Background: an optimization exercise with open tools, aiming at small area. Do not read the settings as production practice.
At most, simulation tests tie the RTL to the original design; equivalence was not proved.
Power is estimated from default activity; no workload was simulated.

## the baseline
==> flow/design.v (excerpt) <==
module osd_core (
    input pix_clk, rstb,
    input fval, dval, lval,
    input [31:0] str,
    input [95:0] str_color,
    input [10:0] start_x,
    input [9:0] start_y,
    input [7:0] pix_data,
    output [10:0] data_addr,
    input [39:0] data_in,
    output [15:0] scan_addr,
    input [7:0] pix_font,
    output [23:0] pix_modified,
    output fval_out, dval_out, lval_out
);
reg        start;         
reg  [1:0] char_count;
reg  [7:0] column;
reg  [8:0] line;
reg  [8:0] prow;          
reg  [9:0] pcol;
reg [15:0] scan_r;
reg [23:0] pix_r;
reg        fval_r, dval_r, lval_r;
assign scan_addr = scan_r;
assign pix_modified = pix_r;
assign fval_out = fval_r;
assign dval_out = dval_r;
assign lval_out = lval_r;
reg  [7:0] ch;
reg [23:0] color;
always @(*) begin
    case (char_count)
    2'd0: begin ch = str[31:24]; color = str_color[95:72]; end
    2'd1: begin ch = str[23:16]; color = str_color[71:48]; end
    2'd2: begin ch = str[15:8];  color = str_color[47:24]; end
    default: begin ch = str[7:0]; color = str_color[23:0]; end
    endcase
end
wire [9:0] ch3;
wire [9:0] rec;
wire       ch3_co, rec_co;
rca #(9) u_ch3 (.a({1'b0, ch}), .b({ch, 1'b0}), .ci(1'b0), .s(ch3[8:0]), .co(ch3_co));
assign ch3[9] = ch3_co;
rca #(10) u_rec (.a(ch3), .b(10'd928), .ci(1'b0), .s(rec), .co(rec_co));
assign data_addr = {rec & {10{start}}, 1'b0};
wire [7:0] gx = data_in[39:32];
wire [7:0] gy = data_in[31:24];
wire [7:0] gw = data_in[23:16];
wire [7:0] gh = data_in[15:8];
wire [8:0] line_inc;
inc #(9) u_line_inc (.a(line), .ci(1'b1), .s(line_inc));
wire col_end   = (column == gw);
wire last_line = (line_inc == {1'b0, gh});
wire act       = dval & start & rstb;
wire hold      = act & col_end & last_line;    
wire blend     = act & ~(col_end & last_line);
wire last_char = char_count[1] & char_count[0];
wire [8:0] trow;
wire       trow_co;
  ...
Size in the first run: ~82 flip-flops, ~260 I/O pins, ~13000 um^2 of cells after synthesis.
clock: 25.0 ns
lec_check: 0
cap_margin: 20
core_margin: 2
core_utilization: 40
slew_margin: 20
buffer_ports_args: -buffer_cell sky130_fd_sc_hd__buf_1
standard.sh (not shown) runs the stock make flow with config.mk's settings and CLKGATE_MAP_FILE= SYNTH_SCRIPT=/design/flow/synth_recipe.tcl, a recipe that flattens the netlist after the stock synthesis.
==> flow/flow/run.sh <==
#!/bin/bash
set -e
cp standard.sh standard.sh.log
echo 'export BUFFER_PORTS_ARGS = -buffer_cell sky130_fd_sc_hd__buf_1' >> config.mk
bash standard.sh > standard_run.log 2>&1
Relative to the baseline, the following input files were edited for the candidate:
- putting CTS_BUF_LIST at sky130_fd_sc_hd__clkbuf_8 where nothing was set
Notes after the runs:
The baseline and the candidate ended up with nearly the same summed negative setup slack over all endpoints.
Sort the baseline and the candidate by met2 usage desc -> top: the baseline
~same met3 track demand over resource in global routing in the baseline and the candidate
Maximum frequency from static timing analysis: the baseline vs the candidate — no meaningful difference
No functional check of the RTL was part of any run of this note.

Another version of the RTL of osd_core (not shown whole).
Size: ~260 I/O pins.
==> flow/config.mk <==
export PLATFORM = sky130hd
export DESIGN_NAME = osd_core
export DESIGN_NICKNAME = osd_core
export VERILOG_FILES = /design/flow/design.v
export SDC_FILE = /design/flow/constraint.sdc
export NUM_CORES = 4
export LEC_CHECK = 0
export CAP_MARGIN = 0
export CORE_MARGIN = 2
export CORE_UTILIZATION = 40
export GPL_TIMING_DRIVEN = 0
export SLEW_MARGIN = 0
export SYNTH_HIERARCHICAL = 1
export BUFFER_PORTS_ARGS = -buffer_cell sky130_fd_sc_hd__buf_1
export REMOVE_ABC_BUFFERS = 1
export CTS_ARGS = -sink_clustering_enable -repair_clock_nets -dont_use_dummy_load -buf_list sky130_fd_sc_hd__clkbuf_8
==> flow/constraint.sdc <==
create_clock -name core_clock -period 25.0 [get_ports {pix_clk}]
set_input_delay 5.0000 -clock core_clock [delete_from_list [all_inputs] [get_ports {pix_clk}]]
set_output_delay 5.0000 -clock core_clock [all_outputs]
set_load 0.01 [all_outputs]
==> flow/flow/run.sh <==
#!/bin/bash
# The standard layout with area-oriented settings:
#  - port buffers made from the smallest buffer cell (every port still gets one)
#  - synthesis (abc) buffers removed at floorplan
#  - no dummy loads added to the clock tree
# Each tool's output is in the ORFS logs under orfs/logs; make's output is in
# standard_run.log.
set -e
cat >> config.mk <<'EOT'
export BUFFER_PORTS_ARGS = -buffer_cell sky130_fd_sc_hd__buf_1
export REMOVE_ABC_BUFFERS = 1
export CTS_ARGS = -sink_clustering_enable -repair_clock_nets -dont_use_dummy_load -buf_list sky130_fd_sc_hd__clkbuf_8
EOT
bash standard.sh > standard_run.log 2>&1
The starting point finished with timing, DRC and antenna clean.
==> next run, changes <==
--- a/flow/flow/run.sh
+++ b/flow/flow/run.sh
@@ -11,2 +11,3 @@
 export REMOVE_ABC_BUFFERS = 1
+export RECOVER_POWER = 100
 export CTS_ARGS = -sink_clustering_enable -repair_clock_nets -dont_use_dummy_load -buf_list sky130_fd_sc_hd__clkbuf_8
--- a/flow/config.mk
+++ b/flow/config.mk
@@ -7,3 +7,3 @@
 export LEC_CHECK = 0
-export CAP_MARGIN = 0
+export CAP_MARGIN = 20
 export CORE_MARGIN = 2
@@ -11,3 +11,3 @@
 export GPL_TIMING_DRIVEN = 0
-export SLEW_MARGIN = 0
+export SLEW_MARGIN = 20
 export SYNTH_HIERARCHICAL = 1
@@ -15,2 +15,3 @@
 export REMOVE_ABC_BUFFERS = 1
+export RECOVER_POWER = 100
 export CTS_ARGS = -sink_clustering_enable -repair_clock_nets -dont_use_dummy_load -buf_list sky130_fd_sc_hd__clkbuf_8
With this change the flow ran to the end with violations: max-capacitance violations, max-slew violations.
Final cell count barely changes.
Count of clock-buffer cells in the layout is unchanged.
Utilization drops by 0.21 points.
Die area does not change.

== P ==
osd_core, a different RTL version from the one above (not shown whole).
For scale: ~1,100 cells after synthesis, about 82 flip-flops, about 260 I/O pins, about 0.012 mm² of cells after synthesis.
clock: 25.0 ns
lec_check: 0
cap_margin: 0
core_margin: 2
core_utilization: 40
gpl_timing_driven: 0
slew_margin: 0
synth_hierarchical: 1
buffer_ports_args: -buffer_cell sky130_fd_sc_hd__buf_1
remove_abc_buffers: 1
cts_args: -sink_clustering_enable -repair_clock_nets -dont_use_dummy_load -buf_list sky130_fd_sc_hd__clkbuf_4 -root_buf sky130_fd_sc_hd__clkbuf_8 -sink_clustering_size 7 -sink_clustering_max_diameter 50
==> flow/flow/run.sh <==
#!/bin/bash
# The standard layout with area-oriented settings:
#  - port buffers made from the smallest buffer cell (every port still gets one)
#  - synthesis (abc) buffers removed at floorplan
#  - no dummy loads added to the clock tree
# Each tool's output is in the ORFS logs under orfs/logs; make's output is in
# standard_run.log.
set -e
cat >> config.mk <<'EOT'
export BUFFER_PORTS_ARGS = -buffer_cell sky130_fd_sc_hd__buf_1
export REMOVE_ABC_BUFFERS = 1
export CTS_ARGS = -sink_clustering_enable -repair_clock_nets -dont_use_dummy_load -buf_list sky130_fd_sc_hd__clkbuf_4 -root_buf sky130_fd_sc_hd__clkbuf_8 -sink_clustering_size 7 -sink_clustering_max_diameter 50
EOT
bash standard.sh > standard_run.log 2>&1
For Q, these inputs were changed with respect to P:
Settings: a change of CTS_ARGS from -sink_clustering_enable -repair_clock_nets -dont_use_dummy_load -buf_list sky130_fd_sc_hd__clkbuf_4 -root_buf sky130_fd_sc_hd__clkbuf_8 -sink_clustering_size 7 -sink_clustering_max_diameter 50 to -sink_clustering_enable -repair_clock_nets -dont_use_dummy_load -buf_list sky130_fd_sc_hd__clkbuf_8.
-- flow/flow/run.sh --
<<< P, line 10
export BUFFER_PORTS_ARGS = -buffer_cell sky130_fd_sc_hd__buf_1
export REMOVE_ABC_BUFFERS = 1
export CTS_ARGS = -sink_clustering_enable -repair_clock_nets -dont_use_dummy_load -buf_list sky130_fd_sc_hd__clkbuf_4 -root_buf sky130_fd_sc_hd__clkbuf_8 -sink_clustering_size 7 -sink_clustering_max_diameter 50
EOT
bash standard.sh > standard_run.log 2>&1
>>> Q, line 10
export BUFFER_PORTS_ARGS = -buffer_cell sky130_fd_sc_hd__buf_1
export REMOVE_ABC_BUFFERS = 1
export CTS_ARGS = -sink_clustering_enable -repair_clock_nets -dont_use_dummy_load -buf_list sky130_fd_sc_hd__clkbuf_8
EOT
bash standard.sh > standard_run.log 2>&1
## What came out
Comparing Q against P, there is no change at all in row count.
Diff P..Q | post-synthesis share of cell area spent on full adders, half adders and majority gates | negligible
On proportion of power drawn by combinational gates, Q tracks P almost exactly.
No run of this note included a check of the RTL's function; only the layout flow was run.

Setup of job 101:
The RTL this note starts from:
==> flow/design.v <==
`timescale 1ns / 1ps
module osd_core (
    input pix_clk, rstb,
    input fval, dval, lval,
    input [31:0] str,
    input [95:0] str_color,
    input [10:0] start_x,
    input [9:0] start_y,
    input [7:0] pix_data,
    output [10:0] data_addr,
    input [39:0] data_in,
    output [15:0] scan_addr,
    input [7:0] pix_font,
    output [23:0] pix_modified,
    output fval_out, dval_out, lval_out
);
reg        start;
reg  [1:0] char_count;
reg  [7:0] column;
reg  [8:0] line;
reg  [8:0] prow;
reg  [9:0] pcol;
reg [15:0] scan_r;
reg [23:0] pix_r;
reg        fval_r, dval_r, lval_r;
assign scan_addr = scan_r;
assign pix_modified = pix_r;
assign fval_out = fval_r;
assign dval_out = dval_r;
assign lval_out = lval_r;
reg  [7:0] ch;
reg [23:0] color;
always @(*) begin
    case (char_count)
    2'd0: begin ch = str[31:24]; color = str_color[95:72]; end
    2'd1: begin ch = str[23:16]; color = str_color[71:48]; end
    2'd2: begin ch = str[15:8];  color = str_color[47:24]; end
    default: begin ch = str[7:0]; color = str_color[23:0]; end
    endcase
end
wire [9:0] rec = {2'b00, ch} + {1'b0, ch, 1'b0} + 10'd928;
assign data_addr = start ? {rec, 1'b0} : 11'd0;
wire [7:0] gx = data_in[39:32];
wire [7:0] gy = data_in[31:24];
wire [7:0] gw = data_in[23:16];
wire [7:0] gh = data_in[15:8];
wire col_end   = (column == gw);
wire last_line = ({1'b0, line} + 10'd1 == {2'b00, gh});
wire act       = dval & start & rstb;
wire hold      = act & col_end & last_line;    
wire blend     = act & ~(col_end & last_line);
wire last_char = (char_count == 2'd3);
wire [9:0] trow  = {1'b0, start_y[8:0]} + {1'b0, line};
wire match = (pcol == start_x[9:0]) && ({1'b0, prow} == trow);
wire pwrap = pcol[9] & (&pcol[6:0]);           
wire [7:0] a = pix_font & {8{blend}};
wire [7:0] p = pix_data & {8{rstb}};
wire [7:0] na = ~a;
wire [15:0] x1 = na * p;
wire [8:0]  s1 = {1'b0, x1[15:8]} + {1'b0, x1[7:0]} + 9'd1;
wire [7:0]  q1 = x1[15:8] + {7'd0, s1[8]};
function [7:0] chan;
    input [7:0] c;
    input [7:0] aa;
    input [7:0] qq;
    reg [15:0] x2;
    reg [8:0] s2;
    begin
        x2 = c * aa;
        s2 = {1'b0, x2[15:8]} + {1'b0, x2[7:0]} + 9'd1;
        chan = qq + x2[15:8] + {7'd0, s2[8]};
    end
endfunction
wire [23:0] pix_next = {chan(color[23:16], a, q1), chan(color[15:8], a, q1), chan(color[7:0], a, q1)};
always @(posedge pix_clk) begin
    fval_r <= fval & rstb;
    dval_r <= dval & rstb;
    lval_r <= lval & rstb;
    if (!hold) pix_r <= pix_next;
    scan_r <= ({gy, gx} + (blend ? {line[7:0], column} : 16'd0)) & {16{rstb}};
    if (!rstb)
        start <= 1'b0;
    else if (dval & (match | start))
        start <= ~(start & col_end & (last_line | last_char));
    if (!fval || !rstb) begin
        prow <= 9'd0;
        pcol <= 10'd1;
        char_count <= 2'd0;
        column <= 8'd0;
        line <= 9'd0;
    end else begin
        if (dval) begin
            pcol <= pwrap ? 10'd0 : pcol + 10'd1;
            prow <= prow + {8'd0, pwrap};
        end
        if (act) column <= col_end ? 8'd0 : column + 8'd1;
        if (act & col_end & ~last_line) char_count <= char_count + 2'd1;
        if (hold) line <= 9'd0;
        else if (act & col_end & last_char) line <= line + 9'd1;
    end
end
endmodule
clock: 25.0 ns
lec_check: 0
abc_area: 1
cap_margin: 20
core_margin: 2
core_utilization: 40
slew_margin: 20
run.sh (not shown) runs the stock make flow with config.mk's settings and CLKGATE_MAP_FILE= SYNTH_SCRIPT=/design/flow/synth_recipe.tcl, a recipe that flattens the netlist after the stock synthesis.
Stock flow here: none of the scripts above is used.
Job 101 ended with every stage complete and zero timing, DRC or antenna violations.
Edits applied to the flow inputs when going from job 101 to job 102:
Settings: a deleted ABC_AREA that had been 1.
==> results.txt <==
Every run (job 101 and job 102) finished clean. Diff job 101 -> job 102: share of power burned in the clock network did not really move; count of clock-buffer cells in the layout went up. Job 101 has lower count of cells along the worst hold path than job 102. Relative to job 101, job 102 improves design area. On area growth from synthesis to final layout: job 102 sits above job 101. Total die area is lower on job 102. Part of the cycle the worst path needs, job 101 and job 102: larger value in job 102. Clock skew delta (job 101 -> job 102): insignificant.
No functional check of the RTL was part of any run of this note.

==> re-timing with driven ports <==
The results above use ideal ports. As a check the final layouts listed here were re-extracted and re-timed, cells and wires unchanged. Step 1: set_driving_cell puts a clkbuf_16 on pix_clk and a buf_2 on each other input, an assumption about the parent block. Step 2, shift: input delay + t, output delay - t, t = (earliest + latest rising clock arrival at the registers) / 2. This alone moves slack from input paths to output paths. Slacks: ideal ports / drivers / drivers and shift; pairs: ideal ports / drivers.
| run | t (ns) | slack for setup (ns) | worst setup path at the end | worst data-port slew with drivers (ns) | cell pins on the clock port's net |
|---|---|---|---|---|---|
| the baseline | 0.388 | 7.744 / 7.767 / 7.379 | input to register | 0.09 | 1 |
| the candidate | 0.402 | 7.756 / 7.770 / 7.368 | input to register | 0.09 | 1 |
| the first run of note 2 | 0.404 | 6.117 / 6.115 / 5.711 | input to register | 0.07 | 1 |
| the second run of note 2 | 0.408 | 4.983 / 4.993 / 4.585 | input to register | 0.08 | 1 |
| P | 0.388 | 5.718 / 5.736 / 5.349 | input to register | 0.05 | 1 |
| Q | 0.388 | 5.718 / 5.736 / 5.349 | input to register | 0.05 | 1 |
| job 101 | 0.435 | 11.589 / 11.557 / 11.310 | input to register | 0.08 | 1 |
| job 102 | 0.426 | 9.812 / 9.831 / 9.405 | input to register | 0.10 | 1 |
The setup slack of job 102, which loses most, moves by +0.019 ns with the drivers and by -0.407 ns with both steps.
